This design comes from an exercise in tuning for small area on the open sky130 flow, not from production work.
In this exercise RTL edits were held to simulation tests only and were not proved equivalent to the original.
No driver is modelled on the clock port, so clocking that relies on it looks cheaper here than on a real chip.
Power and IR drop assume default switching activity.

run A:
Design IntMem, start of the top module:
module IntMem (
            scan_en,
            aclk,
            areset_n,
            mem_type,
            remap,
            axi_awid,
            axi_awaddr,
            axi_awlen,
            axi_awsize,
            axi_awburst,
            axi_awlock,
            axi_awcache,
            axi_awprot,
            axi_awvalid,
            axi_awready,
            axi_wdata,
            axi_wstrb,
            axi_wlast,
            axi_wvalid,
            axi_wready,
            axi_bid,
            axi_bresp,
            axi_bvalid,
            axi_bready,
           axi_arid,      
           axi_araddr,       
           axi_arlen,     
           axi_arsize,    
           axi_arburst,   
           axi_arlock,    
           axi_arcache,   
           axi_arprot,    
           axi_arvalid,   
           axi_arready,
           axi_rid,
           axi_rdata,
           axi_rresp,
           axi_rlast,
           axi_rvalid,
           axi_rready,
           mem0_cs_n,
           mem0_wr_n,
           mem0_rd_n,
           mem0_wr_byte_en,
           mem0_addr,
           mem0_wr_addr,
           mem0_din,
           mem0_dout,
           mem1_cs_n,
           mem1_wr_n,
           mem1_rd_n,
           mem1_wr_byte_en,
           mem1_addr,
           mem1_wr_addr,
           mem1_din,
           mem1_dout,
           mem2_cs_n,
           mem2_wr_n,
           mem2_rd_n,
           mem2_wr_byte_en,
           mem2_addr,
           mem2_wr_addr,
           mem2_din,
           mem2_dout 
);
parameter             ID_WIDTH   = 12;           
parameter             DATA_WIDTH = 128;          
localparam            ID_MAX     = ID_WIDTH-1;
  ...
Settings: LEC_CHECK=0, CAP_MARGIN=20, CORE_AREA=10 10 530 530, DIE_AREA=0 0 540 540, PLACE_DENSITY=0.7, SLEW_MARGIN=20; clock period 11.0 ns.
standard.sh (not shown) runs the stock make flow with config.mk's settings and CLKGATE_MAP_FILE= SYNTH_SCRIPT=/design/flow/synth_recipe.tcl, a recipe that flattens the netlist after the stock synthesis.
==> flow/flow/run.sh <==
#!/bin/bash
set -euo pipefail
export BUFFER_PORTS_ARGS="-buffer_cell sky130_fd_sc_hd__buf_1"
export CTS_ARGS="-sink_clustering_enable -repair_clock_nets -dont_use_dummy_load -sink_clustering_size 15 -sink_clustering_max_diameter 70 -buf_list {sky130_fd_sc_hd__clkbuf_8}"
bash standard.sh finish > standard_flow.log 2>&1
> inputs changed (run A -> run B)
--- a/flow/config.mk
+++ b/flow/config.mk
@@ -6,7 +6,6 @@
 export NUM_CORES = 4
 export LEC_CHECK = 0
-export CAP_MARGIN = 20
+export CAP_MARGIN = 5
 export CORE_AREA = 10 10 530 530
 export DIE_AREA = 0 0 540 540
-export PLACE_DENSITY = 0.7
-export SLEW_MARGIN = 20
+export SLEW_MARGIN = 5
### Flow results
Of run A and run B, the run reporting the higher delay of the slowest critical-path stage was run A.
Compared run B vs run A, and number of antenna violations at the first check in global routing is down in run B.
From run A to run B the numbers moved as follows: final worst setup slack increased 170 ps; routed wire length decreased 25000 µm; number of nets in the layout essentially unchanged; power consumption decreased 5.9%.
Count of clock-buffer cells in the layout, run B vs run A: down by more than 10%
[inputs] run C vs run B
--- a/flow/flow/run.sh
+++ b/flow/flow/run.sh
@@ -3,3 +3,4 @@
 export BUFFER_PORTS_ARGS="-buffer_cell sky130_fd_sc_hd__buf_1"
 export CTS_ARGS="-sink_clustering_enable -repair_clock_nets -dont_use_dummy_load -sink_clustering_size 15 -sink_clustering_max_diameter 70 -buf_list {sky130_fd_sc_hd__clkbuf_8}"
+export POST_CTS_TCL="$PWD/flow/post_cts.tcl"
 bash standard.sh finish > standard_flow.log 2>&1
==> flow/flow/post_cts.tcl (new file) <==
# Area recovery after CTS: downsize cells on paths with positive slack, then
# restore the slew and capacitance limits and legalise the placement. The
# global-route stage repairs design and timing again afterwards.
estimate_parasitics -placement
repair_timing -recover_power 100 -verbose
repair_design -verbose -cap_margin 20 -slew_margin 20
detailed_placement
check_placement -verbose
--- a/flow/config.mk
+++ b/flow/config.mk
@@ -6,6 +6,6 @@
 export NUM_CORES = 4
 export LEC_CHECK = 0
-export CAP_MARGIN = 5
+export CAP_MARGIN = 20
 export CORE_AREA = 10 10 530 530
 export DIE_AREA = 0 0 540 540
-export SLEW_MARGIN = 5
+export SLEW_MARGIN = 20
Results
For switching power share of the total, run B and run C come out practically identical.
Status: global routing met3 resource utilization parity (run B, run C)
Critical path's largest stage delay of run B is on par with run C.
Looking at run C and run B, the number of ports placed on the die boundary is a wash.
Between run C and run B, the difference in total power is negligible.
Re part of the cycle the worst path needs: run C and run B aren't equal, and the higher value belongs to run C.
Lower setup slack among run C and run B: run C
Run C -> run B: overall fraction of global-route tracks in use flat
The following lists how run D was set up differently from run C:
==> flow/flow/run.sh <==
#!/bin/bash
set -euo pipefail
export BUFFER_PORTS_ARGS="-buffer_cell sky130_fd_sc_hd__buf_1"
export CTS_ARGS="-sink_clustering_enable -repair_clock_nets -dont_use_dummy_load -sink_clustering_size 15 -sink_clustering_max_diameter 70 -buf_list {sky130_fd_sc_hd__clkbuf_8}"
bash standard.sh finish > standard_flow.log 2>&1
--- a/flow/config.mk
+++ b/flow/config.mk
@@ -9,3 +9,4 @@
 export CORE_AREA = 10 10 530 530
 export DIE_AREA = 0 0 540 540
+export GPL_ROUTABILITY_DRIVEN = 0
 export SLEW_MARGIN = 20
removed: flow/flow/post_cts.tcl
Run D was carried through to the last stage, and its layout satisfied the timing, design-rule and antenna checks. Taking run C as the reference, in run D setup slack +9.1 ps, number of global-route vias before repair dropped 0.72%, post-route cell area down about 0.64%. In the flow results for run D and run C, the static power due to leakage is smaller on run D. On first-pass GRT wire length, run D and run C are neck and neck. Looking at non-clock buffer area fraction after layout, run D sits 0.78 points lower than run C does. Changes observed in run D relative to run C: global routing met3 resource utilization shows no meaningful change; met1 global-route usage shows no meaningful change; part of the cycle the worst path needs shows no meaningful change; power shows no meaningful change; global routing usage summed across all routing layers shows no meaningful change.

## what the ideal ports hide
How much do the figures lean on ideal ports? The routed layouts below were timed once more, with nothing changed but the port constraints. Step 1 sets driving cells, clkbuf_16 on the clock port and buf_2 on the other inputs (assumed; they add their load-dependent delay and slew). Step 2 also shifts input and output timing later by t, the mid clock arrival at the registers, as if the neighbouring blocks saw the same clock. Slacks: ideal / step 1 / step 2; pairs: ideal / step 1.
run	t (ns)	slack for setup (ns)	worst setup path after step 2
run A	0.745	0.486 / 0.408 / 0.408	input to output
run B	0.728	0.657 / 0.625 / 0.625	input to output
run C	0.726	0.632 / 0.600 / 0.600	input to output
run D	0.731	0.641 / 0.609 / 0.609	input to output
After both steps every run listed still meets setup and hold. The setup slack of run A, which loses most, moves by -0.078 ns with the drivers and by -0.078 ns with both steps.
